From an optimization exercise on the open Yosys and OpenROAD flow, aimed at small area and a short achievable clock period; shortcuts taken in it are not production practice.
In this exercise RTL edits were held to simulation tests only and were not proved equivalent to the original.
Power and IR drop assume default switching activity.

$ cat design/flow/config.mk
export PLATFORM = sky130hd
export DESIGN_NAME = divider
export DESIGN_NICKNAME = divider
export VERILOG_FILES = /design/flow/design.v
export SDC_FILE = /design/flow/constraint.sdc
export NUM_CORES = 8
export LEC_CHECK = 0
export CAP_MARGIN = 20
export CORE_MARGIN = 2
export CORE_UTILIZATION = 40
export SLEW_MARGIN = 20
$ cat design/flow/constraint.sdc
create_clock -name core_clock -period 8.0 [get_ports {clk}]
set_input_delay 1.6000 -clock core_clock [delete_from_list [all_inputs] [get_ports {clk}]]
set_output_delay 1.6000 -clock core_clock [all_outputs]
set_load 0.01 [all_outputs]
$ cat design/flow/design.v
module divider
(
    input              clk,
    input              reset,
    input  [31:0]      A,
    input  [31:0]      B,
    input              start,
    input  [7:0]       Physical_address_in,
    input  [31:0]      PC_in,
    input              divider_op_in,
    output             divide_zero_exception,
    output [31:0]      Result,
    output [7:0]       Physical_address_out,
    output [31:0]      PC_out,
    output             done
);
    wire [31:0] x0 = A;
    wire [31:0] d0 = B;
    wire [33:0] e0 = {2'b0, B} + {1'b0, B, 1'b0};   
    wire        v0 = start;
    wire        op0 = divider_op_in;
    wire        z0 = (A != 32'd0) && (B == 32'd0);
    wire [7:0]  pa0 = Physical_address_in;
    wire [31:0] pc0 = PC_in;
    wire [31:0] x0_0 = x0;
    wire [1:0] s0_0_x = x0_0[31:30];
    wire [34:0] s0_0_m0 = 35'd0;
    wire [34:0] s0_0_m1 = {3'b0, d0};
    wire s0_0_h1 = ~|s0_0_m1[34:2];
    wire [2:0] s0_0_d1 = {1'b0, s0_0_x} - {1'b0, s0_0_m1[1:0]};
    wire s0_0_c1 = s0_0_h1 & ~s0_0_d1[2];
    wire [34:0] s0_0_m2 = {2'b0, d0, 1'b0};
    wire s0_0_h2 = ~|s0_0_m2[34:2];
    wire [2:0] s0_0_d2 = {1'b0, s0_0_x} - {1'b0, s0_0_m2[1:0]};
    wire s0_0_c2 = s0_0_h2 & ~s0_0_d2[2];
    wire [34:0] s0_0_m3 = {1'b0, e0};
    wire s0_0_h3 = ~|s0_0_m3[34:2];
    wire [2:0] s0_0_d3 = {1'b0, s0_0_x} - {1'b0, s0_0_m3[1:0]};
    wire s0_0_c3 = s0_0_h3 & ~s0_0_d3[2];
    wire [1:0] s0_0_t = s0_0_c3 ? s0_0_d3[1:0] : (s0_0_c2 ? s0_0_d2[1:0] : (s0_0_c1 ? s0_0_d1[1:0] : (s0_0_x)));
    wire [1:0] s0_0_q = s0_0_c3 ? 2'd3 : (s0_0_c2 ? 2'd2 : (s0_0_c1 ? 2'd1 : (0)));
    wire [31:0] x0_1 = {s0_0_t, x0_0[29:0]};
    wire [3:0] s0_1_x = x0_1[31:28];
    wire [34:0] s0_1_m0 = 35'd0;
    wire [34:0] s0_1_m1 = {3'b0, d0};
    wire s0_1_h1 = ~|s0_1_m1[34:4];
    wire [4:0] s0_1_d1 = {1'b0, s0_1_x} - {1'b0, s0_1_m1[3:0]};
    wire s0_1_c1 = s0_1_h1 & ~s0_1_d1[4];
    wire [34:0] s0_1_m2 = {2'b0, d0, 1'b0};
    wire s0_1_h2 = ~|s0_1_m2[34:4];
    wire [4:0] s0_1_d2 = {1'b0, s0_1_x} - {1'b0, s0_1_m2[3:0]};
    wire s0_1_c2 = s0_1_h2 & ~s0_1_d2[4];
    wire [34:0] s0_1_m3 = {1'b0, e0};
    wire s0_1_h3 = ~|s0_1_m3[34:4];
    wire [4:0] s0_1_d3 = {1'b0, s0_1_x} - {1'b0, s0_1_m3[3:0]};
    wire s0_1_c3 = s0_1_h3 & ~s0_1_d3[4];
    wire [3:0] s0_1_t = s0_1_c3 ? s0_1_d3[3:0] : (s0_1_c2 ? s0_1_d2[3:0] : (s0_1_c1 ? s0_1_d1[3:0] : (s0_1_x)));
    wire [1:0] s0_1_q = s0_1_c3 ? 2'd3 : (s0_1_c2 ? 2'd2 : (s0_1_c1 ? 2'd1 : (0)));
    wire [31:0] x0_2 = {s0_1_t, x0_1[27:0]};
    wire [5:0] s0_2_x = x0_2[31:26];
    wire [34:0] s0_2_m0 = 35'd0;
    wire [34:0] s0_2_m1 = {3'b0, d0};
    wire s0_2_h1 = ~|s0_2_m1[34:6];
    wire [6:0] s0_2_d1 = {1'b0, s0_2_x} - {1'b0, s0_2_m1[5:0]};
    wire s0_2_c1 = s0_2_h1 & ~s0_2_d1[6];
    wire [34:0] s0_2_m2 = {2'b0, d0, 1'b0};
    wire s0_2_h2 = ~|s0_2_m2[34:6];
    wire [6:0] s0_2_d2 = {1'b0, s0_2_x} - {1'b0, s0_2_m2[5:0]};
    wire s0_2_c2 = s0_2_h2 & ~s0_2_d2[6];
    wire [34:0] s0_2_m3 = {1'b0, e0};
    wire s0_2_h3 = ~|s0_2_m3[34:6];
    wire [6:0] s0_2_d3 = {1'b0, s0_2_x} - {1'b0, s0_2_m3[5:0]};
    wire s0_2_c3 = s0_2_h3 & ~s0_2_d3[6];
    wire [5:0] s0_2_t = s0_2_c3 ? s0_2_d3[5:0] : (s0_2_c2 ? s0_2_d2[5:0] : (s0_2_c1 ? s0_2_d1[5:0] : (s0_2_x)));
    wire [1:0] s0_2_q = s0_2_c3 ? 2'd3 : (s0_2_c2 ? 2'd2 : (s0_2_c1 ? 2'd1 : (0)));
    wire [31:0] x0_3 = {s0_2_t, x0_2[25:0]};
    wire [5:0] qn0 = {s0_0_q, s0_1_q, s0_2_q};
    reg [31:0] x1, d1;
    reg [33:0] e1;
    reg [5:0] q1;
    reg v1, op1, z1;
    reg [7:0] pa1;
    reg [31:0] pc1;
    always @(posedge clk) begin
        x1 <= x0_3;
        d1 <= d0;
        e1 <= e0;
        q1 <= qn0;
        op1 <= op0;
        z1 <= z0;
        pa1 <= pa0;
        pc1 <= pc0;
        v1 <= v0 & ~reset;
    end
    wire [31:0] x1_0 = x1;
    wire [7:0] s1_0_x = x1_0[31:24];
    wire [34:0] s1_0_m0 = 35'd0;
    wire [34:0] s1_0_m1 = {3'b0, d1};
    wire s1_0_h1 = ~|s1_0_m1[34:8];
    wire [8:0] s1_0_d1 = {1'b0, s1_0_x} - {1'b0, s1_0_m1[7:0]};
    wire s1_0_c1 = s1_0_h1 & ~s1_0_d1[8];
    wire [34:0] s1_0_m2 = {2'b0, d1, 1'b0};
    wire s1_0_h2 = ~|s1_0_m2[34:8];
    wire [8:0] s1_0_d2 = {1'b0, s1_0_x} - {1'b0, s1_0_m2[7:0]};
    wire s1_0_c2 = s1_0_h2 & ~s1_0_d2[8];
    wire [34:0] s1_0_m3 = {1'b0, e1};
    wire s1_0_h3 = ~|s1_0_m3[34:8];
    wire [8:0] s1_0_d3 = {1'b0, s1_0_x} - {1'b0, s1_0_m3[7:0]};
    wire s1_0_c3 = s1_0_h3 & ~s1_0_d3[8];
    wire [7:0] s1_0_t = s1_0_c3 ? s1_0_d3[7:0] : (s1_0_c2 ? s1_0_d2[7:0] : (s1_0_c1 ? s1_0_d1[7:0] : (s1_0_x)));
    wire [1:0] s1_0_q = s1_0_c3 ? 2'd3 : (s1_0_c2 ? 2'd2 : (s1_0_c1 ? 2'd1 : (0)));
    wire [31:0] x1_1 = {s1_0_t, x1_0[23:0]};
    wire [9:0] s1_1_x = x1_1[31:22];
    wire [34:0] s1_1_m0 = 35'd0;
    wire [34:0] s1_1_m1 = {3'b0, d1};
    wire s1_1_h1 = ~|s1_1_m1[34:10];
    wire [10:0] s1_1_d1 = {1'b0, s1_1_x} - {1'b0, s1_1_m1[9:0]};
    wire s1_1_c1 = s1_1_h1 & ~s1_1_d1[10];
    wire [34:0] s1_1_m2 = {2'b0, d1, 1'b0};
    wire s1_1_h2 = ~|s1_1_m2[34:10];
    wire [10:0] s1_1_d2 = {1'b0, s1_1_x} - {1'b0, s1_1_m2[9:0]};
    wire s1_1_c2 = s1_1_h2 & ~s1_1_d2[10];
    wire [34:0] s1_1_m3 = {1'b0, e1};
    wire s1_1_h3 = ~|s1_1_m3[34:10];
    wire [10:0] s1_1_d3 = {1'b0, s1_1_x} - {1'b0, s1_1_m3[9:0]};
    wire s1_1_c3 = s1_1_h3 & ~s1_1_d3[10];
    wire [9:0] s1_1_t = s1_1_c3 ? s1_1_d3[9:0] : (s1_1_c2 ? s1_1_d2[9:0] : (s1_1_c1 ? s1_1_d1[9:0] : (s1_1_x)));
    wire [1:0] s1_1_q = s1_1_c3 ? 2'd3 : (s1_1_c2 ? 2'd2 : (s1_1_c1 ? 2'd1 : (0)));
    wire [31:0] x1_2 = {s1_1_t, x1_1[21:0]};
    wire [11:0] s1_2_x = x1_2[31:20];
    wire [34:0] s1_2_m0 = 35'd0;
    wire [34:0] s1_2_m1 = {3'b0, d1};
    wire s1_2_h1 = ~|s1_2_m1[34:12];
    wire [12:0] s1_2_d1 = {1'b0, s1_2_x} - {1'b0, s1_2_m1[11:0]};
    wire s1_2_c1 = s1_2_h1 & ~s1_2_d1[12];
    wire [34:0] s1_2_m2 = {2'b0, d1, 1'b0};
    wire s1_2_h2 = ~|s1_2_m2[34:12];
    wire [12:0] s1_2_d2 = {1'b0, s1_2_x} - {1'b0, s1_2_m2[11:0]};
    wire s1_2_c2 = s1_2_h2 & ~s1_2_d2[12];
    wire [34:0] s1_2_m3 = {1'b0, e1};
    wire s1_2_h3 = ~|s1_2_m3[34:12];
    wire [12:0] s1_2_d3 = {1'b0, s1_2_x} - {1'b0, s1_2_m3[11:0]};
    wire s1_2_c3 = s1_2_h3 & ~s1_2_d3[12];
    wire [11:0] s1_2_t = s1_2_c3 ? s1_2_d3[11:0] : (s1_2_c2 ? s1_2_d2[11:0] : (s1_2_c1 ? s1_2_d1[11:0] : (s1_2_x)));
    wire [1:0] s1_2_q = s1_2_c3 ? 2'd3 : (s1_2_c2 ? 2'd2 : (s1_2_c1 ? 2'd1 : (0)));
    wire [31:0] x1_3 = {s1_2_t, x1_2[19:0]};
    wire [11:0] qn1 = {q1, s1_0_q, s1_1_q, s1_2_q};
    reg [31:0] x2, d2;
    reg [33:0] e2;
    reg [11:0] q2;
    reg v2, op2, z2;
    reg [7:0] pa2;
    reg [31:0] pc2;
    always @(posedge clk) begin
        x2 <= x1_3;
        d2 <= d1;
        e2 <= e1;
        q2 <= qn1;
        op2 <= op1;
        z2 <= z1;
        pa2 <= pa1;
        pc2 <= pc1;
        v2 <= v1 & ~reset;
    end
    wire [31:0] x2_0 = x2;
    wire [13:0] s2_0_x = x2_0[31:18];
    wire [34:0] s2_0_m0 = 35'd0;
    wire [34:0] s2_0_m1 = {3'b0, d2};
    wire s2_0_h1 = ~|s2_0_m1[34:14];
    wire [14:0] s2_0_d1 = {1'b0, s2_0_x} - {1'b0, s2_0_m1[13:0]};
    wire s2_0_c1 = s2_0_h1 & ~s2_0_d1[14];
    wire [34:0] s2_0_m2 = {2'b0, d2, 1'b0};
    wire s2_0_h2 = ~|s2_0_m2[34:14];
    wire [14:0] s2_0_d2 = {1'b0, s2_0_x} - {1'b0, s2_0_m2[13:0]};
    wire s2_0_c2 = s2_0_h2 & ~s2_0_d2[14];
    wire [34:0] s2_0_m3 = {1'b0, e2};
    wire s2_0_h3 = ~|s2_0_m3[34:14];
    wire [14:0] s2_0_d3 = {1'b0, s2_0_x} - {1'b0, s2_0_m3[13:0]};
    wire s2_0_c3 = s2_0_h3 & ~s2_0_d3[14];
    wire [13:0] s2_0_t = s2_0_c3 ? s2_0_d3[13:0] : (s2_0_c2 ? s2_0_d2[13:0] : (s2_0_c1 ? s2_0_d1[13:0] : (s2_0_x)));
    wire [1:0] s2_0_q = s2_0_c3 ? 2'd3 : (s2_0_c2 ? 2'd2 : (s2_0_c1 ? 2'd1 : (0)));
    wire [31:0] x2_1 = {s2_0_t, x2_0[17:0]};
    wire [15:0] s2_1_x = x2_1[31:16];
    wire [34:0] s2_1_m0 = 35'd0;
    wire [34:0] s2_1_m1 = {3'b0, d2};
    wire s2_1_h1 = ~|s2_1_m1[34:16];
    wire [16:0] s2_1_d1 = {1'b0, s2_1_x} - {1'b0, s2_1_m1[15:0]};
    wire s2_1_c1 = s2_1_h1 & ~s2_1_d1[16];
    wire [34:0] s2_1_m2 = {2'b0, d2, 1'b0};
    wire s2_1_h2 = ~|s2_1_m2[34:16];
    wire [16:0] s2_1_d2 = {1'b0, s2_1_x} - {1'b0, s2_1_m2[15:0]};
    wire s2_1_c2 = s2_1_h2 & ~s2_1_d2[16];
    wire [34:0] s2_1_m3 = {1'b0, e2};
    wire s2_1_h3 = ~|s2_1_m3[34:16];
    wire [16:0] s2_1_d3 = {1'b0, s2_1_x} - {1'b0, s2_1_m3[15:0]};
    wire s2_1_c3 = s2_1_h3 & ~s2_1_d3[16];
    wire [15:0] s2_1_t = s2_1_c3 ? s2_1_d3[15:0] : (s2_1_c2 ? s2_1_d2[15:0] : (s2_1_c1 ? s2_1_d1[15:0] : (s2_1_x)));
    wire [1:0] s2_1_q = s2_1_c3 ? 2'd3 : (s2_1_c2 ? 2'd2 : (s2_1_c1 ? 2'd1 : (0)));
    wire [31:0] x2_2 = {s2_1_t, x2_1[15:0]};
    wire [17:0] s2_2_x = x2_2[31:14];
    wire [34:0] s2_2_m0 = 35'd0;
    wire [34:0] s2_2_m1 = {3'b0, d2};
    wire s2_2_h1 = ~|s2_2_m1[34:18];
    wire [18:0] s2_2_d1 = {1'b0, s2_2_x} - {1'b0, s2_2_m1[17:0]};
    wire s2_2_c1 = s2_2_h1 & ~s2_2_d1[18];
    wire [34:0] s2_2_m2 = {2'b0, d2, 1'b0};
    wire s2_2_h2 = ~|s2_2_m2[34:18];
    wire [18:0] s2_2_d2 = {1'b0, s2_2_x} - {1'b0, s2_2_m2[17:0]};
    wire s2_2_c2 = s2_2_h2 & ~s2_2_d2[18];
    wire [34:0] s2_2_m3 = {1'b0, e2};
    wire s2_2_h3 = ~|s2_2_m3[34:18];
    wire [18:0] s2_2_d3 = {1'b0, s2_2_x} - {1'b0, s2_2_m3[17:0]};
    wire s2_2_c3 = s2_2_h3 & ~s2_2_d3[18];
    wire [17:0] s2_2_t = s2_2_c3 ? s2_2_d3[17:0] : (s2_2_c2 ? s2_2_d2[17:0] : (s2_2_c1 ? s2_2_d1[17:0] : (s2_2_x)));
    wire [1:0] s2_2_q = s2_2_c3 ? 2'd3 : (s2_2_c2 ? 2'd2 : (s2_2_c1 ? 2'd1 : (0)));
    wire [31:0] x2_3 = {s2_2_t, x2_2[13:0]};
    wire [17:0] qn2 = {q2, s2_0_q, s2_1_q, s2_2_q};
    reg [31:0] x3, d3;
    reg [33:0] e3;
    reg [17:0] q3;
    reg v3, op3, z3;
    reg [7:0] pa3;
    reg [31:0] pc3;
    always @(posedge clk) begin
        x3 <= x2_3;
        d3 <= d2;
        e3 <= e2;
        q3 <= qn2;
        op3 <= op2;
        z3 <= z2;
        pa3 <= pa2;
        pc3 <= pc2;
        v3 <= v2 & ~reset;
    end
    wire [31:0] x3_0 = x3;
    wire [19:0] s3_0_x = x3_0[31:12];
    wire [34:0] s3_0_m0 = 35'd0;
    wire [34:0] s3_0_m1 = {3'b0, d3};
    wire s3_0_h1 = ~|s3_0_m1[34:20];
    wire [20:0] s3_0_d1 = {1'b0, s3_0_x} - {1'b0, s3_0_m1[19:0]};
    wire s3_0_c1 = s3_0_h1 & ~s3_0_d1[20];
    wire [34:0] s3_0_m2 = {2'b0, d3, 1'b0};
    wire s3_0_h2 = ~|s3_0_m2[34:20];
    wire [20:0] s3_0_d2 = {1'b0, s3_0_x} - {1'b0, s3_0_m2[19:0]};
    wire s3_0_c2 = s3_0_h2 & ~s3_0_d2[20];
    wire [34:0] s3_0_m3 = {1'b0, e3};
    wire s3_0_h3 = ~|s3_0_m3[34:20];
    wire [20:0] s3_0_d3 = {1'b0, s3_0_x} - {1'b0, s3_0_m3[19:0]};
    wire s3_0_c3 = s3_0_h3 & ~s3_0_d3[20];
    wire [19:0] s3_0_t = s3_0_c3 ? s3_0_d3[19:0] : (s3_0_c2 ? s3_0_d2[19:0] : (s3_0_c1 ? s3_0_d1[19:0] : (s3_0_x)));
    wire [1:0] s3_0_q = s3_0_c3 ? 2'd3 : (s3_0_c2 ? 2'd2 : (s3_0_c1 ? 2'd1 : (0)));
    wire [31:0] x3_1 = {s3_0_t, x3_0[11:0]};
    wire [21:0] s3_1_x = x3_1[31:10];
    wire [34:0] s3_1_m0 = 35'd0;
    wire [34:0] s3_1_m1 = {3'b0, d3};
    wire s3_1_h1 = ~|s3_1_m1[34:22];
    wire [22:0] s3_1_d1 = {1'b0, s3_1_x} - {1'b0, s3_1_m1[21:0]};
    wire s3_1_c1 = s3_1_h1 & ~s3_1_d1[22];
    wire [34:0] s3_1_m2 = {2'b0, d3, 1'b0};
    wire s3_1_h2 = ~|s3_1_m2[34:22];
    wire [22:0] s3_1_d2 = {1'b0, s3_1_x} - {1'b0, s3_1_m2[21:0]};
    wire s3_1_c2 = s3_1_h2 & ~s3_1_d2[22];
    wire [34:0] s3_1_m3 = {1'b0, e3};
    wire s3_1_h3 = ~|s3_1_m3[34:22];
    wire [22:0] s3_1_d3 = {1'b0, s3_1_x} - {1'b0, s3_1_m3[21:0]};
    wire s3_1_c3 = s3_1_h3 & ~s3_1_d3[22];
    wire [21:0] s3_1_t = s3_1_c3 ? s3_1_d3[21:0] : (s3_1_c2 ? s3_1_d2[21:0] : (s3_1_c1 ? s3_1_d1[21:0] : (s3_1_x)));
    wire [1:0] s3_1_q = s3_1_c3 ? 2'd3 : (s3_1_c2 ? 2'd2 : (s3_1_c1 ? 2'd1 : (0)));
    wire [31:0] x3_2 = {s3_1_t, x3_1[9:0]};
    wire [23:0] s3_2_x = x3_2[31:8];
    wire [34:0] s3_2_m0 = 35'd0;
    wire [34:0] s3_2_m1 = {3'b0, d3};
    wire s3_2_h1 = ~|s3_2_m1[34:24];
    wire [24:0] s3_2_d1 = {1'b0, s3_2_x} - {1'b0, s3_2_m1[23:0]};
    wire s3_2_c1 = s3_2_h1 & ~s3_2_d1[24];
    wire [34:0] s3_2_m2 = {2'b0, d3, 1'b0};
    wire s3_2_h2 = ~|s3_2_m2[34:24];
    wire [24:0] s3_2_d2 = {1'b0, s3_2_x} - {1'b0, s3_2_m2[23:0]};
    wire s3_2_c2 = s3_2_h2 & ~s3_2_d2[24];
    wire [34:0] s3_2_m3 = {1'b0, e3};
    wire s3_2_h3 = ~|s3_2_m3[34:24];
    wire [24:0] s3_2_d3 = {1'b0, s3_2_x} - {1'b0, s3_2_m3[23:0]};
    wire s3_2_c3 = s3_2_h3 & ~s3_2_d3[24];
    wire [23:0] s3_2_t = s3_2_c3 ? s3_2_d3[23:0] : (s3_2_c2 ? s3_2_d2[23:0] : (s3_2_c1 ? s3_2_d1[23:0] : (s3_2_x)));
    wire [1:0] s3_2_q = s3_2_c3 ? 2'd3 : (s3_2_c2 ? 2'd2 : (s3_2_c1 ? 2'd1 : (0)));
    wire [31:0] x3_3 = {s3_2_t, x3_2[7:0]};
    wire [23:0] qn3 = {q3, s3_0_q, s3_1_q, s3_2_q};
    reg [31:0] x4, d4;
    reg [33:0] e4;
    reg [23:0] q4;
    reg v4, op4, z4;
    reg [7:0] pa4;
    reg [31:0] pc4;
    always @(posedge clk) begin
        x4 <= x3_3;
        d4 <= d3;
        e4 <= e3;
        q4 <= qn3;
        op4 <= op3;
        z4 <= z3;
        pa4 <= pa3;
        pc4 <= pc3;
        v4 <= v3 & ~reset;
    end
    wire [31:0] x4_0 = x4;
    wire [25:0] s4_0_x = x4_0[31:6];
    wire [34:0] s4_0_m0 = 35'd0;
    wire [34:0] s4_0_m1 = {3'b0, d4};
    wire s4_0_h1 = ~|s4_0_m1[34:26];
    wire [26:0] s4_0_d1 = {1'b0, s4_0_x} - {1'b0, s4_0_m1[25:0]};
    wire s4_0_c1 = s4_0_h1 & ~s4_0_d1[26];
    wire [34:0] s4_0_m2 = {2'b0, d4, 1'b0};
    wire s4_0_h2 = ~|s4_0_m2[34:26];
    wire [26:0] s4_0_d2 = {1'b0, s4_0_x} - {1'b0, s4_0_m2[25:0]};
    wire s4_0_c2 = s4_0_h2 & ~s4_0_d2[26];
    wire [34:0] s4_0_m3 = {1'b0, e4};
    wire s4_0_h3 = ~|s4_0_m3[34:26];
    wire [26:0] s4_0_d3 = {1'b0, s4_0_x} - {1'b0, s4_0_m3[25:0]};
    wire s4_0_c3 = s4_0_h3 & ~s4_0_d3[26];
    wire [25:0] s4_0_t = s4_0_c3 ? s4_0_d3[25:0] : (s4_0_c2 ? s4_0_d2[25:0] : (s4_0_c1 ? s4_0_d1[25:0] : (s4_0_x)));
    wire [1:0] s4_0_q = s4_0_c3 ? 2'd3 : (s4_0_c2 ? 2'd2 : (s4_0_c1 ? 2'd1 : (0)));
    wire [31:0] x4_1 = {s4_0_t, x4_0[5:0]};
    wire [27:0] s4_1_x = x4_1[31:4];
    wire [34:0] s4_1_m0 = 35'd0;
    wire [34:0] s4_1_m1 = {3'b0, d4};
    wire s4_1_h1 = ~|s4_1_m1[34:28];
    wire [28:0] s4_1_d1 = {1'b0, s4_1_x} - {1'b0, s4_1_m1[27:0]};
    wire s4_1_c1 = s4_1_h1 & ~s4_1_d1[28];
    wire [34:0] s4_1_m2 = {2'b0, d4, 1'b0};
    wire s4_1_h2 = ~|s4_1_m2[34:28];
    wire [28:0] s4_1_d2 = {1'b0, s4_1_x} - {1'b0, s4_1_m2[27:0]};
    wire s4_1_c2 = s4_1_h2 & ~s4_1_d2[28];
    wire [34:0] s4_1_m3 = {1'b0, e4};
    wire s4_1_h3 = ~|s4_1_m3[34:28];
    wire [28:0] s4_1_d3 = {1'b0, s4_1_x} - {1'b0, s4_1_m3[27:0]};
    wire s4_1_c3 = s4_1_h3 & ~s4_1_d3[28];
    wire [27:0] s4_1_t = s4_1_c3 ? s4_1_d3[27:0] : (s4_1_c2 ? s4_1_d2[27:0] : (s4_1_c1 ? s4_1_d1[27:0] : (s4_1_x)));
    wire [1:0] s4_1_q = s4_1_c3 ? 2'd3 : (s4_1_c2 ? 2'd2 : (s4_1_c1 ? 2'd1 : (0)));
    wire [31:0] x4_2 = {s4_1_t, x4_1[3:0]};
    wire [29:0] s4_2_x = x4_2[31:2];
    wire [34:0] s4_2_m0 = 35'd0;
    wire [34:0] s4_2_m1 = {3'b0, d4};
    wire s4_2_h1 = ~|s4_2_m1[34:30];
    wire [30:0] s4_2_d1 = {1'b0, s4_2_x} - {1'b0, s4_2_m1[29:0]};
    wire s4_2_c1 = s4_2_h1 & ~s4_2_d1[30];
    wire [34:0] s4_2_m2 = {2'b0, d4, 1'b0};
    wire s4_2_h2 = ~|s4_2_m2[34:30];
    wire [30:0] s4_2_d2 = {1'b0, s4_2_x} - {1'b0, s4_2_m2[29:0]};
    wire s4_2_c2 = s4_2_h2 & ~s4_2_d2[30];
    wire [34:0] s4_2_m3 = {1'b0, e4};
    wire s4_2_h3 = ~|s4_2_m3[34:30];
    wire [30:0] s4_2_d3 = {1'b0, s4_2_x} - {1'b0, s4_2_m3[29:0]};
    wire s4_2_c3 = s4_2_h3 & ~s4_2_d3[30];
    wire [29:0] s4_2_t = s4_2_c3 ? s4_2_d3[29:0] : (s4_2_c2 ? s4_2_d2[29:0] : (s4_2_c1 ? s4_2_d1[29:0] : (s4_2_x)));
    wire [1:0] s4_2_q = s4_2_c3 ? 2'd3 : (s4_2_c2 ? 2'd2 : (s4_2_c1 ? 2'd1 : (0)));
    wire [31:0] x4_3 = {s4_2_t, x4_2[1:0]};
    wire [29:0] qn4 = {q4, s4_0_q, s4_1_q, s4_2_q};
    reg [31:0] x5, d5;
    reg [33:0] e5;
    reg [29:0] q5;
    reg v5, op5, z5;
    reg [7:0] pa5;
    reg [31:0] pc5;
    always @(posedge clk) begin
        x5 <= x4_3;
        d5 <= d4;
        e5 <= e4;
        q5 <= qn4;
        op5 <= op4;
        z5 <= z4;
        pa5 <= pa4;
        pc5 <= pc4;
        v5 <= v4 & ~reset;
    end
    wire [31:0] x5_0 = x5;
    wire [31:0] s5_0_x = x5_0[31:0];
    wire [34:0] s5_0_m0 = 35'd0;
    wire [34:0] s5_0_m1 = {3'b0, d5};
    wire s5_0_h1 = ~|s5_0_m1[34:32];
    wire [32:0] s5_0_d1 = {1'b0, s5_0_x} - {1'b0, s5_0_m1[31:0]};
    wire s5_0_c1 = s5_0_h1 & ~s5_0_d1[32];
    wire [34:0] s5_0_m2 = {2'b0, d5, 1'b0};
    wire s5_0_h2 = ~|s5_0_m2[34:32];
    wire [32:0] s5_0_d2 = {1'b0, s5_0_x} - {1'b0, s5_0_m2[31:0]};
    wire s5_0_c2 = s5_0_h2 & ~s5_0_d2[32];
    wire [34:0] s5_0_m3 = {1'b0, e5};
    wire s5_0_h3 = ~|s5_0_m3[34:32];
    wire [32:0] s5_0_d3 = {1'b0, s5_0_x} - {1'b0, s5_0_m3[31:0]};
    wire s5_0_c3 = s5_0_h3 & ~s5_0_d3[32];
    wire [31:0] s5_0_t = s5_0_c3 ? s5_0_d3[31:0] : (s5_0_c2 ? s5_0_d2[31:0] : (s5_0_c1 ? s5_0_d1[31:0] : (s5_0_x)));
    wire [1:0] s5_0_q = s5_0_c3 ? 2'd3 : (s5_0_c2 ? 2'd2 : (s5_0_c1 ? 2'd1 : (0)));
    wire [31:0] x5_1 = s5_0_t;
    wire [31:0] qn5 = {q5, s5_0_q};
    reg [31:0] res_r;
    reg v_r, z_r;
    reg [7:0] pa_r;
    reg [31:0] pc_r;
    always @(posedge clk) begin
        res_r <= op5 ? qn5 : x5_1;
        z_r <= z5;
        pa_r <= pa5;
        pc_r <= pc5;
        v_r <= v5 & ~reset;
    end
    assign Result = res_r;
    assign divide_zero_exception = z_r;
    assign Physical_address_out = pa_r;
    assign PC_out = pc_r;
    assign done = v_r;
endmodule
$ cat design/flow/run.sh
#!/bin/bash
# synth_recipe.tcl (not shown) runs the flow's synth.tcl, then flattens the netlist and writes it again
# the make line also repeats each setting of config.mk as NAME=value (left out here)
make -C /OpenROAD-flow-scripts/flow DESIGN_CONFIG=/design/flow/config.mk WORK_HOME=/design/flow/orfs CLKGATE_MAP_FILE= SYNTH_SCRIPT=/design/flow/synth_recipe.tcl finish
==> results of run 1 <==
what timing repair did:
action,in CTS,in global routing
hold buffers,0,0
resized for setup,785,511
pin swaps,349,309
endpoints found under the setup margin,99,100
buffers inserted,209,125
cloned,14,2
state kept, by name (all words and copies together) (netlist names), 34 cells and up:
signal	cells
e1	34
e2	34
e3	34
e4	34
e5	34
through the flow:
stage | std cells | area, µm² | power (W) | util (%) | worst slack [ns]
finish | 12900 | 100000 | 0.0205 | 62.5 | -0.521
global route | 12900 | 100000 | 0.0216 | 62.5 | -0.861
CTS | 12800 | 96800 | 0.0201 | 60.5 | -0.471
detailed placement | 12400 | 88300 | 0.0150 | 55.2 | -1.64
global placement | 12400 | 88300 | 0.0149 | 55.2 | -1.42
floorplan | 7712 | 64800 | 0.0104 | - | -0.0143
final cells by class:
| type | count | area (µm²) | area share (%) |
|---|---|---|---|
| antenna | 10 | 25.0 | 0.0250 |
| clock buffer | 115 | 2500 | 2.50 |
| clock inverter | 58 | 763 | 0.763 |
| inverter | 560 | 2150 | 2.15 |
| multi-input combinational | 6155 | 49800 | 49.8 |
| sequential | 864 | 17300 | 17.3 |
| tap | 2086 | 2610 | 2.61 |
| timing repair buffer | 3057 | 24900 | 24.9 |
path summary, 6_finish.rpt:
check	cells past startpoint	slack, ns	endpoint	startpoint
setup / recovery	43	-0.52	x5[11]	x4[12]
hold / removal	0	0.30	x3[11]	x2[11]
setup reg to reg	43	-0.52	x5[11]	x4[12]
hold reg to reg	0	0.30	x3[11]	x2[11]
synthesized netlist by cell type (all sizes together) (48+ instances only):
library cell / number
dfxtp: 864
ha: 846
a21oi: 669
nor2: 565
inv: 556
o21ai: 511
nand2: 485
xnor2: 395
a21o: 266
xor2: 189
nand3: 168
nor3: 163
o21a: 161
nor2b: 119
nand2b: 115
clkbuf: 112
a211oi: 99
a31oi: 99
o211ai: 94
o21bai: 84
mux2i: 77
o31ai: 62
and2: 60
and3: 60
a21boi: 59
nand4: 55
or3: 55
nor4: 51
fa: 48
worst max-delay path: cells and delay by family, from the launching register on:
| kind | cells | cell delay, ns |
|---|---|---|
| adder cells (fa/ha/maj) | 3 | 1.00 |
| AND/OR/NAND/NOR | 9 | 1.14 |
| flip-flops | 1 | 0.43 |
| buffers and inverters | 10 | 1.59 |
| AO/OA/AOI/OAI | 21 | 4.19 |
layer usage:
layer / global-route usage, % / share of wire (%)
met5: 0 / 0.042
met4: 19.4 / 6.7
met3: 3.53 / 5.3
met2: 56.0 / 45
met1: 44.5 / 43
cell families (layout without fill, tap and decap cells):
group | Yosys count | after routing | share of synthesized area, %
compound gates | 2568 | 2568 | 26.3
simple gates | 2007 | 2007 | 15.1
fa+ha+maj | 894 | 894 | 18.0
flops | 864 | 864 | 26.9
buf+inv | 693 | 3790 | 4.08
xor+xnor | 584 | 584 | 7.96
mux | 102 | 102 | 1.64
other cells | 0 | 10 | 0
power by group through the flow:
stage | combinational, W | clock (W) | sequential [W]
6_report | 0.0108 | 0.00456 | 0.00517
2_1_floorplan | 0.00534 | 0 | 0.00503
3_3_place_gp | 0.00966 | 0 | 0.00524
3_5_place_dp | 0.00971 | 0 | 0.00524
4_1_cts | 0.0103 | 0.00466 | 0.00516
5_1_grt | 0.0116 | 0.00481 | 0.00519
==> impl_metrics.json, run 1 <==
{
  "root_buffer": "clkbuf_16",
  "grt_max_degree": 50,
  "final_cell_mix": "buf_4, dfxtp_1, ha_1",
  "power_frac_comb_pct": 52.6,
  "antenna_found_initial": 28,
  "die_w_um": 405,
  "portBuffers": 181,
  "cts_sinks": 864,
  "grt_overflow": 0,
  "crit_top_cell": "buf_4",
  "yosysWarnings": 1,
  "critPathKind": "flip-flop to flip-flop",
  "synth.distinct_cells": 103,
  "viasPerCell": 5.50,
  "synth_fp_nets": 8714,
  "final.fill_count": 13900,
  "synth-edff-count": 0,
  "power_density_nw_per_um2": 205,
  "drtIter0Drc": 5560,
  "hp-class": "flip-flop to flip-flop",
  "skew_ns": 0.0461,
  "synthArstFlopShare_pct": 0,
  "antenna_left": 0,
  "dp_hpwl_mm": 244,
  "worstSetupEndpointType": "flip-flop",
  "critPathLaunchType": "flip-flop",
  "final.setup.worst_slack_ns": -0.521,
  "clockBufferDepth": 3,
  "grt_pass1_wl_mm": 425,
  "holdWs_ns": 0.302,
  "syn_area_um2": 64200,
  "fin_crit_sh_pct": 107,
  "final_nets": 11700,
  "layout-drive-gt1-share_pct": 36.3,
  "cts_buffers": 93,
  "synthTopCellsByArea": "dfxtp_1, ha_1, xnor2_1",
  "first_pass_iters": 7,
  "syn-instance-count": 7712,
  "grtUsageTotal_pct": 34.4,
  "leakage_nw": 47.1,
  "synth_top_area_share_pct": 26.9,
  "clkPwrFrac_pct": 22.2,
  "area_growth_pct": 55.8,
  "setup_viol": 77,
  "worst_path_max_delay_cell": "dfxtp_2",
  "die_h_um": 405,
  "clkSlewWorstSetupHoldPaths_ns": 0.09,
  "insertion_delay_ns": 0.77,
  "die_area_um2": 164000,
  "max_stage_delay_ns": 0.43,
  "clock.fmax_ghz": 0.117,
  "grt_pass1_vias": 69200,
  "vdd_drop_max_v": 0.000200,
  "relSlewSlack_pct": 28.8,
  "so_faults": "setup timing",
  "tightest_slew_ns": 1.06,
  "internal_power_w": 0.0125,
  "wl_mm": 294,
  "synth_area_leader_cell": "dfxtp_1",
  "crit_arrival_ns": 9.18,
  "fin_setup_tns_ns": -29.87,
  "switching_share_pct": 39.1,
  "cts_tree": "built",
  "p_switching_w": 0.00802,
  "core_um2": 160000,
  "pwr-share-seq_pct": 25.2,
  "status": "finished with violations",
  "synth-seq-area-share_pct": 26.9,
  "start_util_pct": 40.1,
  "ys_ff_latch": 864,
  "cp.required_ns": 8.65,
  "num_rows": 147,
  "slew_viol_final": 0,
  "vias": 71000,
  "htreeDepth": 3,
  "min_period_ns": 8.52,
  "ys.flop_type": "dfxtp_1",
  "final_common_cell": "buf_4",
  "drv_cap": 0,
  "wl_per_cell_um": 22.8,
  "finalHoldViolCount": 0,
  "gp_congestion": 1.04,
  "cp_max_fo": 8,
  "ioPinCount": 182,
  "avgSynthCellArea_um2": 8.33,
  "rsz0062_at_grt": "yes",
  "drc": 0
}
Testbench counts, summed over its fixed seeds: latency 144,000, ops 24,000.
==> inputs of run 2 (changes only) <==
--- a/design/flow/config.mk
+++ b/design/flow/config.mk
@@ -7,2 +7,3 @@
 export LEC_CHECK = 0
+export ABC_AREA = 1
 export CAP_MARGIN = 20
@@ -10,2 +11,3 @@
 export CORE_UTILIZATION = 40
+export GPL_TIMING_DRIVEN = 0
 export SLEW_MARGIN = 20
==> run 2 against run 1 <==
Net effect: now clean on timing, DRC and antenna; global-route usage fell by 3.6 points; fmax rose by 9.7%; non-clock buffer count fell by 2596; count of clock-buffer cells in the layout fell by 3; final cell count rose by 0.84%; combinational power fell by 28%; final area fell by 19%; largest power group unchanged; highest routed layer unchanged.
==> impl_metrics.json, run 2 <==
{
  "status": "timing/DRC/antenna clean",
  "worst_path_max_delay_cell": "a21oi_1",
  "final_cell_mix": "nand2_1, inv_1, a21oi_1",
  "dp_hpwl_mm": 234,
  "clockBufferDepth": 3,
  "cp_top_family": "simple AND/OR/NAND/NOR gates",
  "met2_usage_pct": 49.8,
  "setup_viol": 0,
  "clock.fmax_ghz": 0.129,
  "ioPinCount": 182,
  "hp-start": "pc1[19]",
  "fin_crit_sh_pct": 97.1,
  "drc": 0,
  "final_nets": 11600,
  "grt_pass1_wl_mm": 411,
  "cts_tree": "built",
  "insertion_delay_ns": 0.77,
  "gr-usage-met1_pct": 39.1,
  "synthArstFlopShare_pct": 0,
  "grtUsageMet3_pct": 3.69,
  "wl_mm": 282,
  "critPathLaunchType": "flip-flop",
  "synth-seq-area-share_pct": 25.0,
  "synth_commonest_cells": "nand2_1, inv_1, a21oi_1",
  "grt_pass1_vias": 66500,
  "syn-instance-count": 10200,
  "cp.buffers_inverters": 8,
  "crit_arrival_ns": 8.45,
  "synthTopCellsByArea": "dfxtp_1, ha_1, nand2_1",
  "area_growth_pct": 17.2,
  "vias": 70500,
  "htreeDepth": 3,
  "ys.flop_type": "dfxtp_1",
  "power_density_nw_per_um2": 215,
  "power_frac_comb_pct": 44.3,
  "layout-drive-gt1-share_pct": 9.63,
  "leakage_nw": 39.6,
  "syn_area_um2": 69300,
  "cp.required_ns": 8.68,
  "cts_sinks": 864,
  "drtIter0Drc": 5942,
  "antenna_found_initial": 16,
  "ys_ff_latch": 864,
  "slew_viol_final": 0,
  "vdd_drop_max_v": 0.000213,
  "synth_area_leader_cell": "dfxtp_1",
  "start_util_pct": 40.3,
  "num_rows": 152,
  "worstSetupEndpointType": "flip-flop",
  "root_buffer": "clkbuf_16",
  "finalHoldViolCount": 0,
  "grt_max_degree": 17,
  "hp-class": "flip-flop to flip-flop",
  "core_um2": 172000,
  "portBuffers": 181,
  "min_period_ns": 7.77,
  "yosysMostFrequentCell": "nand2_1",
  "antenna_left": 0,
  "pwr-share-seq_pct": 29.3,
  "internal_power_w": 0.0101,
  "die_area_um2": 177000,
  "first_pass_iters": 8,
  "switching_share_pct": 42.0,
  "drv_cap": 0,
  "clkPwrFrac_pct": 26.4,
  "grt_busiest_layer": "met2",
  "critPathKind": "flip-flop to flip-flop",
  "die_h_um": 420,
  "synth-edff-count": 0,
  "crit_start": "d4[8]",
  "clkSlewWorstSetupHoldPaths_ns": 0.06,
  "grt_overflow": 0,
  "final_common_cell": "nand2_1",
  "cp_max_fo": 10,
  "gp_congestion": 1.04,
  "grtUsageTotal_pct": 30.8,
  "yosysWarnings": 1,
  "synth_top_area_share_pct": 25.0,
  "final.setup.worst_slack_ns": 0.230,
  "tightest_slew_ns": 1.06,
  "die_w_um": 420,
  "max_stage_delay_ns": 0.58,
  "dp_slack_ns": -2.07,
  "skew_ns": 0.0846,
  "synth.distinct_cells": 74,
  "p_switching_w": 0.00735,
  "relSlewSlack_pct": 28.7,
  "cts_buffers": 93,
  "holdWs_ns": 0.295,
  "synth_fp_nets": 11200,
  "viasPerCell": 5.42,
  "wl_per_cell_um": 21.7,
  "avgSynthCellArea_um2": 6.81,
  "r2r_start": "d4[8]",
  "crit_top_cell": "nand2_1"
}
==> run 2: cell types whose count changed after synthesis, sizes merged, moves of 119 or more <==
cell / before / now
a21o: 266 / 74
a21oi: 669 / 1000
inv: 556 / 1331
nand2: 485 / 2482
nand3: 168 / 668
nor2: 565 / 816
nor2b: 119 / 0
o21a: 161 / 34
xnor2: 395 / 216
xor2: 189 / 341
==> run 2: kinds of logic (layout without fill, tap and decap cells) <==
| family | after synthesis | after routing | share of synthesized area (%) |
|---|---|---|---|
| adders and majority gates | 894 | 894 | 16.7 |
| DFF | 864 | 864 | 25.0 |
| other | 0 | 9 | 0 |
| and+or+nand+nor | 4377 | 4377 | 26.7 |
| AOI/OAI and AO/OA | 2029 | 2029 | 16.5 |
| muxes | 1 | 1 | 0.0144 |
| xor gates and xnor gates | 557 | 557 | 7.04 |
| buffers and inverters | 1457 | 1973 | 8.10 |
==> run 2: worst paths after layout <==
kind,slack (ns),endpoint,depth (start not counted)
worst min register to register,0.30,pc2[19],0
worst max-delay path,0.23,x5[25],46
worst min-delay path,0.30,pc2[19],0
worst max register to register,0.23,x5[25],46
==> run 2: area by class of cell <==
type / count / area (µm²)
inverters: 1341 / 5280
well taps: 2310 / 2890
repair buffers: 345 / 3310
plain buffers: 116 / 792
multi-input cells: 7858 / 48100
flip-flops and latches: 864 / 17400
diodes: 9 / 22.5
clock inverters: 59 / 870
fillers: 17700 / 90700
clock buffers: 112 / 2480
==> run 2: per-stage QoR <==
stage | setup TNS [ns] | utilization [%] | cell area [µm²] | total power (W) | cells
4_1_cts | 0 | 45.9 | 78900 | 0.0172 | 12900
5_1_grt | -0.887 | 47.2 | 81200 | 0.0185 | 13000
6_report | 0 | 47.2 | 81200 | 0.0175 | 13000
3_3_place_gp | -119.68 | 43.0 | 74000 | 0.0124 | 12700
2_1_floorplan | 0 | - | 69300 | 0.0101 | 10200
3_5_place_dp | -119.80 | 43.1 | 74100 | 0.0124 | 12700
==> run 2: what timing repair did <==
| item | in CTS | in global routing |
|---|---|---|
| endpoints found under the setup margin | 78 | 97 |
| pin swaps | 7 | 32 |
| buffers inserted | 73 | 86 |
| hold buffers | 0 | 0 |
| resized for setup | 268 | 411 |
==> run 2: power groups by stage <==
stage	sequential (W)	clock [W]	combinational, W
floorplan	0.00499	0	0.00509
global placement	0.00517	0	0.00722
detailed placement	0.00518	0	0.00724
CTS	0.00509	0.00473	0.00739
global route	0.00514	0.00490	0.00848
finish	0.00512	0.00462	0.00775
==> run 2: routing by layer <==
layer | routed length [µm] | vias up
li1 | - | 34800
met2 | 126000 | 2453
met1 | 120000 | 32700
met5 | 41 | -
met4 | 19600 | 6
met3 | 16900 | 594
==> inputs of run 3 (changes only) <==
--- a/design/flow/config.mk
+++ b/design/flow/config.mk
@@ -11,3 +11,2 @@
 export CORE_UTILIZATION = 40
-export GPL_TIMING_DRIVEN = 0
 export SLEW_MARGIN = 20
==> run 3 against run 2 <==
Net effect: critical endpoint is now x5[26]; combinational power up 9.4%; clock power down 3%; non-clock buffer count up 958; total power up 3.4%; final area up 6.8%; global-route usage up 1.2 points; count of clock-buffer cells in the layout down 1; final cell count up 7.3%; wire length up 2.9%; area after synthesis unchanged; fmax down 0.40%; via count up 4.2%.
==> impl_metrics.json, run 3 <==
{
  "r2r_start": "e4[21]",
  "yosysMostFrequentCell": "nand2_1",
  "synth.distinct_cells": 74,
  "status": "timing/DRC/antenna clean",
  "synth_fp_nets": 11200,
  "yosysWarnings": 1,
  "antenna_found_initial": 14,
  "r2r_slack_ns": 0.20,
  "layout-drive-gt1-share_pct": 14.4,
  "slew_viol_final": 0,
  "first_pass_iters": 6,
  "die_area_um2": 177000,
  "cts_tree": "built",
  "met2_usage_pct": 53.6,
  "relSlewSlack_pct": 32.9,
  "area_growth_pct": 25.2,
  "cp.buffers_inverters": 9,
  "cts_sinks": 864,
  "viasPerCell": 5.26,
  "synthArstFlopShare_pct": 0,
  "synth-edff-count": 0,
  "antenna_left": 0,
  "leakage_nw": 44.2,
  "ioPinCount": 182,
  "tightest_slew_ns": 1.00,
  "htreeDepth": 3,
  "drv_cap": 0,
  "portBuffers": 181,
  "final_common_cell": "nand2_1",
  "fin_setup_tns_ns": 0,
  "avgSynthCellArea_um2": 6.81,
  "cp_top_family": "simple AND/OR/NAND/NOR gates",
  "worstSetupEndpointType": "flip-flop",
  "cp_max_fo": 12,
  "cts_hold_buf": 0,
  "vdd_drop_max_v": 0.000171,
  "wl_mm": 290,
  "grt_pass1_vias": 71400,
  "die_w_um": 420,
  "drc": 0,
  "root_buffer": "clkbuf_16",
  "r2r_cells": 45,
  "synth-seq-area-share_pct": 25.0,
  "grt_busiest_layer": "met2",
  "grtUsageTotal_pct": 32.0,
  "ys_ff_latch": 864,
  "crit_arrival_ns": 8.46,
  "num_rows": 152,
  "die_h_um": 420,
  "cp.required_ns": 8.66,
  "gr-usage-met1_pct": 39.4,
  "holdWs_ns": 0.264,
  "skew_ns": 0.111,
  "start_util_pct": 40.3,
  "power_density_nw_per_um2": 208,
  "worst-path-stages": 45,
  "max_stage_delay_ns": 0.44,
  "cts_buffers": 89,
  "wl_per_cell_um": 20.8,
  "insertion_delay_ns": 0.77,
  "min_period_ns": 7.80,
  "crit_end": "x5[26]",
  "hp-class": "flip-flop to flip-flop",
  "clockBufferDepth": 3,
  "syn-instance-count": 10200,
  "grt_max_degree": 40,
  "grtUsageMet3_pct": 3.56,
  "finalHoldViolCount": 0,
  "synth_top_area_share_pct": 25.0,
  "final_nets": 12600,
  "crit_top_cell": "nand2_1",
  "synthTopCellsByArea": "dfxtp_1, ha_1, nand2_1",
  "clkSlewWorstSetupHoldPaths_ns": 0.06,
  "synth_area_leader_cell": "dfxtp_1",
  "gp_congestion": 1.03,
  "critPathKind": "flip-flop to flip-flop",
  "setup_viol": 0,
  "crit_start": "e4[21]",
  "fin_crit_sh_pct": 97.5,
  "ys.flop_type": "dfxtp_1",
  "clock.fmax_ghz": 0.128,
  "grt_pass1_wl_mm": 428,
  "vias": 73400,
  "r2r-end": "x5[26]",
  "drtIter0Drc": 5648,
  "synth_commonest_cells": "nand2_1, inv_1, a21oi_1",
  "dp_hpwl_mm": 250,
  "grt_overflow": 0,
  "final_cell_mix": "nand2_1, inv_1, buf_4",
  "critPathLaunchType": "flip-flop",
  "core_um2": 172000,
  "syn_area_um2": 69300,
  "worst_path_max_delay_cell": "dfxtp_1"
}
run 3: cell counts after synthesis:
Identical to the previous run, type by type.
run 3: worst min-delay path by stage:
stage	start	end	slack [ns]	cells past startpoint
2_1_floorplan	op1	op2	0.31	0
5_1_grt	pc2[13]	pc3[13]	0.28	0
3_3_place_gp	pc3[23]	pc4[23]	0.31	0
4_1_cts	pc5[29]	pc_r[29]	0.26	0
6_report	pc2[12]	pc3[12]	0.26	0
3_5_place_dp	pa4[6]	pa5[6]	0.31	0
run 3: logic make-up (layout without fill, tap and decap cells):
kind of cell	after synthesis	count (layout)	share of synthesized area, %
AO/OA/AOI/OAI	2029	2029	16.5
XOR/XNOR	557	557	7.04
other	0	4	0
adder cells (fa/ha/maj)	894	894	16.7
flip-flops	864	864	25.0
multiplexers	1	1	0.0144
AND/OR/NAND/NOR	4377	4377	26.7
buffers and inverters	1457	2923	8.10
run 3: area by class of cell:
type,instances,area (µm²)
fillers,17600,85200
multi-input cells,7858,46700
flip-flops and latches,864,17300
repair buffers,1419,11500
inverters,1341,5060
well taps,2310,2890
clock buffers,111,2430
clock inverters,52,790
diodes,4,10.0
run 3: routing by layer:
metal	part of all wire (%)	vias to the layer above
met5	0.056	-
met2	46	2433
li1	-	36600
met4	6.8	22
met1	42	33700
met3	5.6	647
run 3: what timing repair did:
action,4_1_cts,5_1_grt
resized for setup,3,110
endpoints found under the setup margin,2,78
pin swaps,0,5
setup buffers,2,10
run 3: metrics by stage:
stage          setup slack [ns]  utilization (%)  cells  total power, W  cell area (µm²)
2_1_floorplan              1.44                -  10200          0.0101            69300
6_report                  0.199             50.5  14000          0.0181            86700
4_1_cts                  0.0237             50.2  13900          0.0180            86300
5_1_grt                 -0.0526             50.4  14000          0.0192            86700
3_5_place_dp            -0.0741             48.3  13800          0.0135            83000
3_3_place_gp           -0.00218             48.3  13800          0.0134            83000
run 3: worst register-to-register path, delay by kind of cell (launching register included):
family | cells | cell delay (ns)
AOI/OAI and AO/OA | 11 | 2.27
adders and majority gates | 3 | 0.96
buffers and inverters | 9 | 1.44
DFF | 1 | 0.44
and+or+nand+nor | 22 | 2.63
run 3: where the power goes:
group          switching (W)  total (W)  internal (W)
logic                0.00507    0.00848       0.00341
clock network        0.00196    0.00448       0.00252
registers           0.000404    0.00512       0.00472
==> inputs of run 4 (changes only) <==
--- a/design/flow/config.mk
+++ b/design/flow/config.mk
@@ -10,3 +10,3 @@
 export CORE_MARGIN = 2
-export CORE_UTILIZATION = 40
+export CORE_UTILIZATION = 65
 export SLEW_MARGIN = 20
==> run 4 against run 3 <==
Net effect: now fails the layout checks on setup timing; final area down 9.3%; area after synthesis unchanged; die area down 38%; sequential power up 1%; critical path type unchanged; largest cell class unchanged; critical endpoint is now x5[7]; register-to-register slack worse by 0.33 ns; non-clock buffer count down 856; largest power group unchanged; combinational power down 7.9%; sequential share of layout area up 2.1 points.
==> impl_metrics.json, run 4 <==
{
  "critPathLaunchType": "flip-flop",
  "root_buffer": "clkbuf_16",
  "final.fill_count": 8380,
  "cp.required_ns": 8.65,
  "cts_buffers": 85,
  "tightest_slew_ns": 1.10,
  "drtIter0Drc": 10400,
  "min_period_ns": 8.13,
  "clock.fmax_ghz": 0.123,
  "syn-instance-count": 10200,
  "fin_cells": 12200,
  "die_area_um2": 109000,
  "grtUsageMet3_pct": 15.2,
  "die_w_um": 330,
  "final_cell_mix": "nand2_1, inv_1, a21oi_1",
  "dp_slack_ns": -0.0742,
  "met2_usage_pct": 70.2,
  "final_common_cell": "nand2_1",
  "hp-class": "flip-flop to flip-flop",
  "status": "finished with violations",
  "grt_pass1_vias": 69600,
  "final_nets": 11700,
  "num_rows": 119,
  "synth_area_leader_cell": "dfxtp_1",
  "max_stage_delay_ns": 0.37,
  "cp_max_fo": 25,
  "final.setup.worst_slack_ns": -0.129,
  "drv_cap": 0,
  "fin_util_pct": 74.5,
  "synth_top_area_share_pct": 25.0,
  "relSlewSlack_pct": 26.5,
  "syn_area_um2": 69300,
  "layout-drive-gt1-share_pct": 7.39,
  "fin_crit_sh_pct": 102,
  "clkSlewWorstSetupHoldPaths_ns": 0.07,
  "wl_per_cell_um": 22.3,
  "crit_arrival_ns": 8.78,
  "setup_viol": 24,
  "grtUsageTotal_pct": 47.8,
  "wl_mm": 271,
  "so_faults": "setup timing",
  "cts_hold_buf": 0,
  "crit_top_cell": "nand2_1",
  "worst_path_max_delay_cell": "nor2_1",
  "yosysMostFrequentCell": "nand2_1",
  "grt_busiest_layer": "met2",
  "ioPinCount": 182,
  "vias": 75600,
  "dp_hpwl_mm": 214,
  "slew_viol_final": 0,
  "critPathKind": "flip-flop to flip-flop",
  "portBuffers": 181,
  "htreeDepth": 3,
  "start_util_pct": 65.6,
  "worstSetupEndpointType": "flip-flop",
  "gr-usage-met1_pct": 58.6,
  "cts_sinks": 864,
  "first_pass_iters": 12,
  "power_density_nw_per_um2": 220,
  "synth-seq-area-share_pct": 25.0,
  "synthArstFlopShare_pct": 0,
  "antenna_found_initial": 31,
  "dp_cells": 12000,
  "core_um2": 106000,
  "gp_congestion": 1.19,
  "skew_ns": 0.0341,
  "antenna_left": 0,
  "avgSynthCellArea_um2": 6.81,
  "viasPerCell": 6.21,
  "clockBufferDepth": 3,
  "insertion_delay_ns": 0.71,
  "drc": 0,
  "grt_overflow": 0,
  "grt_pass1_wl_mm": 400,
  "yosysWarnings": 1,
  "synthTopCellsByArea": "dfxtp_1, ha_1, nand2_1",
  "die_h_um": 330,
  "ys.flop_type": "dfxtp_1",
  "leakage_nw": 39.8,
  "synth_commonest_cells": "nand2_1, inv_1, a21oi_1",
  "synth-edff-count": 0,
  "cts_tree": "built",
  "area_growth_pct": 13.5,
  "ys_ff_latch": 864,
  "synth.distinct_cells": 74,
  "finalHoldViolCount": 0,
  "synth_fp_nets": 11200,
  "vdd_drop_max_v": 0.000229,
  "grt_max_degree": 47
}
==> run 4: cell counts after synthesis <==
No cell type changed its count.
==> run 4: worst paths after layout <==
path	start	end	slack (ns)	cells after the start
worst min-delay path	q3[0]	q4[6]	0.32	0
worst max-delay path	d4[31]	x5[7]	-0.13	44
worst min register to register	q3[0]	q4[6]	0.32	0
worst max register to register	d4[31]	x5[7]	-0.13	44
==> run 4: through the flow <==
stage | hold slack (ns) | setup TNS, ns | power, W | instance area (µm²)
final | 0.320 | -1.60 | 0.0173 | 78700
after global routing | 0.320 | -2.47 | 0.0181 | 78600
after global placement | 0.309 | 0 | 0.0123 | 75200
after CTS | 0.319 | 0 | 0.0168 | 78100
after detailed placement | 0.312 | -0.122 | 0.0125 | 75200
after floorplan | 0.310 | 0 | 0.0101 | 69300
==> run 4: worst max-delay path: cells and delay by family, from the launching register on <==
family	cells	cell delay [ns]
AO/OA/AOI/OAI	6	1.20
adder cells (fa/ha/maj)	2	0.57
buffers and inverters	8	1.17
flip-flops	1	0.34
AND/OR/NAND/NOR	28	4.77
==> run 4: final cells by class <==
cell class,instances,area (µm²),area share [%]
Timing Repair inverter,1,7.51,0.00954
Antenna cell,17,42.5,0.0541
Sequential cell,864,17300,22.1
Multi-Input combinational cell,7858,46600,59.3
Clock buffer,110,2320,2.95
Timing Repair Buffer,563,4860,6.18
Inverter,1341,5080,6.46
Clock inverter,41,641,0.814
Tap cell,1391,1740,2.21
==> run 4: layer usage <==
layer  vias to the layer above  wire length (µm)
li1                      34800                 -
met2                      5275            110000
met1                     34100            101000
met3                      1340             35800
met5                         -               204
met4                        22             24400
==> run 4: cell families (layout without fill, tap and decap cells) <==
logic type / Yosys count / after routing / synth area share (%)
and+or+nand+nor: 4377 / 4377 / 26.7
AOI/OAI and AO/OA: 2029 / 2029 / 16.5
buffers and inverters: 1457 / 2056 / 8.10
adders and majority gates: 894 / 894 / 16.7
DFF: 864 / 864 / 25.0
xor gates and xnor gates: 557 / 557 / 7.04
muxes: 1 / 1 / 0.0144
other: 0 / 17 / 0
==> run 4: what timing repair did <==
item,4_1_cts,5_1_grt
gates cloned,0,1
pin swaps,0,9
hold endpoints to repair,0,0
gates resized for setup,1,139
setup buffers,0,22
setup endpoints to repair,12,90
==> run 4: report_power, final <==
group | switching, W | total (W) | leakage [nW] | internal, W
sequential | 0.000472 | 0.00519 | 7.25 | 0.00472
combinational | 0.00500 | 0.00781 | 31.1 | 0.00281
clock | 0.00188 | 0.00430 | 1.43 | 0.00242
total | 0.00736 | 0.0173 | 39.8 | 0.00995
==> inputs of run 5 (changes only) <==
--- a/design/flow/design.v
+++ b/design/flow/design.v
@@ -393,18 +393,7 @@
     wire [31:0] qn5 = {q5, s5_0_q};
-    reg [31:0] res_r;
-    reg v_r, z_r;
-    reg [7:0] pa_r;
-    reg [31:0] pc_r;
-    always @(posedge clk) begin
-        res_r <= op5 ? qn5 : x5_1;
-        z_r <= z5;
-        pa_r <= pa5;
-        pc_r <= pc5;
-        v_r <= v5 & ~reset;
-    end
-    assign Result = res_r;
-    assign divide_zero_exception = z_r;
-    assign Physical_address_out = pa_r;
-    assign PC_out = pc_r;
-    assign done = v_r;
+    assign Result = op5 ? qn5 : x5_1;
+    assign divide_zero_exception = z5;
+    assign Physical_address_out = pa5;
+    assign PC_out = pc5;
+    assign done = v5;
 endmodule
--- a/design/flow/config.mk
+++ b/design/flow/config.mk
@@ -10,3 +10,4 @@
 export CORE_MARGIN = 2
-export CORE_UTILIZATION = 65
+export CORE_UTILIZATION = 40
+export GPL_TIMING_DRIVEN = 0
 export SLEW_MARGIN = 20
==> run 5 against run 4 <==
Net effect: now clean on timing, DRC and antenna; critical path depth decreased by 1; critical endpoint is now x5[16]; sequential cell count decreased by 74; worst setup slack improved by 0.32 ns.
==> impl_metrics.json, run 5 <==
{
  "status": "timing/DRC/antenna clean",
  "slew_viol_final": 0,
  "cp.required_ns": 8.58,
  "avgSynthCellArea_um2": 6.86,
  "dp_cells": 12000,
  "skew_ns": 0.0662,
  "drc": 0,
  "crit_top_cell": "nand2_1",
  "antenna_found_initial": 5,
  "cp.buffers_inverters": 9,
  "synthTopCellsByArea": "dfxtp_1, ha_1, nand2_1",
  "start_util_pct": 40.2,
  "r2r_start": "d4[30]",
  "r2r_slack_ns": 0.19,
  "synthAdderAreaFrac_pct": 17.4,
  "rsz0062_at_grt": "yes",
  "synth.distinct_cells": 78,
  "relSlewSlack_pct": 35.7,
  "vias": 67300,
  "grtUsageTotal_pct": 32.9,
  "grt_overflow": 0,
  "hold_depth": 0,
  "num_rows": 149,
  "synth_area_leader_cell": "dfxtp_1",
  "grt_pass1_vias": 65600,
  "viasPerCell": 5.43,
  "area_growth_pct": 18.4,
  "multi_input_area_um2": 47200,
  "die_h_um": 411,
  "synth_fp_nets": 10600,
  "wl_mm": 288,
  "synth_compound_area_share_pct": 17.7,
  "finalHoldViolCount": 0,
  "gp_congestion": 0.995,
  "cts_buffers": 88,
  "r2r_cells": 43,
  "clockBufferDepth": 3,
  "cts_tree": "built",
  "critPathKind": "flip-flop to flip-flop",
  "whs_endpoint": "pc2[28]",
  "crit_arrival_ns": 8.40,
  "syn_area_um2": 66200,
  "root_buffer": "clkbuf_16",
  "clkSlewWorstSetupHoldPaths_ns": 0.06,
  "cp_max_fo": 10,
  "core_um2": 165000,
  "drtIter0Drc": 5226,
  "synth.area.mux_share_pct": 0.0321,
  "grt_max_degree": 16,
  "ys_ff_latch": 790,
  "die_area_um2": 169000,
  "die_w_um": 411,
  "portBuffers": 181,
  "yosysMostFrequentCell": "nand2_1",
  "min_period_ns": 7.81,
  "synth_top_family_by_area": "simple AND/OR/NAND/NOR gates",
  "tightest_slew_ns": 0.955,
  "wl_per_cell_um": 23.2,
  "fin_crit_sh_pct": 97.6,
  "final_common_cell": "nand2_1",
  "drv_cap": 0,
  "clock.fmax_ghz": 0.128,
  "first_pass_iters": 8,
  "ioPinCount": 182,
  "synth-seq-area-share_pct": 23.9,
  "dp_hpwl_mm": 239,
  "leakage_nw": 37.5,
  "grt_pass1_wl_mm": 414,
  "ys.flop_type": "dfxtp_1",
  "cts_sinks": 790,
  "r2r-end": "x5[16]",
  "worstSetupEndpointType": "flip-flop",
  "fin_cells": 12400,
  "final.fill_count": 16900,
  "postLayoutCellArea_um2": 78400,
  "power_density_nw_per_um2": 213,
  "syn-instance-count": 9644,
  "post_synth_and_or_nand_nor_area_fraction_pct": 25.6,
  "final_cell_mix": "nand2_1, inv_1, a21oi_1",
  "synthXorXnorAreaFrac_pct": 7.46,
  "layout-drive-gt1-share_pct": 11.3,
  "final_nets": 11100,
  "placed_area_um2": 70800,
  "hp-class": "flip-flop to flip-flop",
  "cp_top_family": "simple AND/OR/NAND/NOR gates",
  "yosysWarnings": 1,
  "max_stage_delay_ns": 0.59,
  "synth-edff-count": 0,
  "synthArstFlopShare_pct": 0,
  "synth_commonest_cells": "nand2_1, inv_1, a21oi_1",
  "insertion_delay_ns": 0.77,
  "synth_top_area_share_pct": 23.9,
  "worst_path_max_delay_cell": "o211ai_1",
  "critPathLaunchType": "flip-flop",
  "cts_hold_buf": 0,
  "seqCellArea_um2": 15900,
  "vdd_drop_max_v": 0.000162,
  "antenna_left": 0,
  "hp-start": "pc1[28]",
  "htreeDepth": 3,
  "setup_viol": 0
}
run 5: changes by cell type after synthesis, sizes merged, moves of 11 or more:
| cell | previous run | this run |
|---|---|---|
| nand2 | 2482 | 2263 |
| nand3 | 668 | 611 |
| xnor2 | 216 | 251 |
| a21oi | 1000 | 1016 |
| xor2 | 341 | 313 |
| a31oi | 62 | 49 |
| nand3b | 44 | 33 |
| a21o | 74 | 58 |
| inv | 1331 | 1192 |
| o21a | 34 | 47 |
| o21ai | 548 | 600 |
| dfxtp | 864 | 790 |
| nor2 | 816 | 717 |
run 5: cell families (layout without fill, tap and decap cells):
| kind of cell | after synthesis | after routing |
|---|---|---|
| compound gates | 2085 | 2085 |
| xor+xnor | 564 | 564 |
| fa+ha+maj | 894 | 894 |
| buf+inv | 1316 | 1860 |
| flops | 790 | 790 |
| mux | 2 | 2 |
| other cells | 0 | 3 |
| simple gates | 3993 | 3994 |
run 5: final cells by class:
type                       count  share of cell area, %
clock inverter                50                  0.880
clock buffer                 112                   3.08
sequential                   790                   20.4
multi-input combinational   7539                   60.3
tap                         2189                   3.50
timing repair buffer         382                   4.65
antenna                        3                0.00958
inverter                    1198                   6.17
buffer                       118                   1.08
run 5: how the worst max path moves through the flow:
stage                     slack, ns     end   start  cells after the start
after floorplan                1.19  x1[27]    B[1]                     47
after global placement        -2.88   x5[6]  e4[31]                     33
after detailed placement      -2.02  x5[29]   d4[1]                     41
after CTS                     0.001  x4[28]   d3[4]                     42
after global routing           -0.1  x3[24]  x2[18]                     44
final                          0.19  x5[16]  d4[30]                     43
run 5: routing by layer:
layer | GRT usage (%) | up-vias | share of wire, %
li1 | - | 33300 | -
met1 | 40.5 | 31300 | 42
met2 | 55.4 | 2120 | 46
met3 | 4.54 | 556 | 5.9
met4 | 18.2 | 2 | 6.2
met5 | 0 | - | 0.0035
run 5: power breakdown:
group          internal [W]  switching (W)  leakage (nW)
clock               0.00248        0.00185          1.48
combinational       0.00278        0.00495          29.3
sequential          0.00427       0.000382          6.64
run 5: what timing repair did:
action,in CTS,in global routing
cloned,0,1
endpoints found under the hold margin,0,0
setup endpoints to repair,82,99
buffers inserted,115,80
pin swaps,18,53
resized for setup,276,461
run 5: through the flow:
stage	worst slack [ns]	hold WS, ns	util [%]	total power (W)	setup TNS (ns)
detailed placement	-2.02	0.312	43.0	0.0119	-116.68
CTS	0.00121	0.300	46.2	0.0164	0
global route	-0.0977	0.309	47.6	0.0177	-1.56
global placement	-2.88	0.309	43.0	0.0119	-156.27
finish	0.189	0.301	47.6	0.0167	0
floorplan	1.19	0.310	-	0.00949	0
Testbench counts of run 5, summed over its fixed seeds: latency 120,000, ops 24,000.

==> what the ideal ports hide <==
The results above use ideal ports. As a check the final layouts listed here were re-extracted and re-timed, cells and wires unchanged.
Step 1 (the two cells are an assumption about what drives the block):
set clk [get_ports {clk}]
set_driving_cell -lib_cell sky130_fd_sc_hd__clkbuf_16 $clk
set_driving_cell -lib_cell sky130_fd_sc_hd__buf_2 [delete_from_list [all_inputs] $clk]
Step 2 times the ports against the registers' clock, not the clock port: input delays grow and output delays shrink by t, the midpoint of the rising clock arrivals with the driver on.
Three values: no drivers, after step 1, after step 2; two values: the first two.
run	t (ns)	setup WS [ns]	worst hold slack (ns)	worst setup path after step 2	worst register clock-pin slew, ns
run 1	0.837	-0.521 / -0.521 / -0.628	0.302 / 0.302 / 0.302	input to register	0.09 / 0.09
run 2	0.817	0.230 / 0.230 / -0.363	0.295 / 0.295 / 0.295	input to register	0.08 / 0.08
run 3	0.797	0.199 / 0.199 / 0.085	0.264 / 0.264 / 0.264	input to register	0.08 / 0.08
run 4	0.780	-0.129 / -0.129 / -0.129	0.320 / 0.320 / 0.320	register to register	0.07 / 0.07
run 5	0.809	0.189 / 0.189 / -0.344	0.301 / 0.301 / 0.301	input to register	0.07 / 0.07
With both steps, setup timing fails in run 2 and run 5, where it was met with ideal ports. For run 2, which loses most, drivers alone change the setup slack by 0.000 ns; drivers and shift together by -0.593 ns.
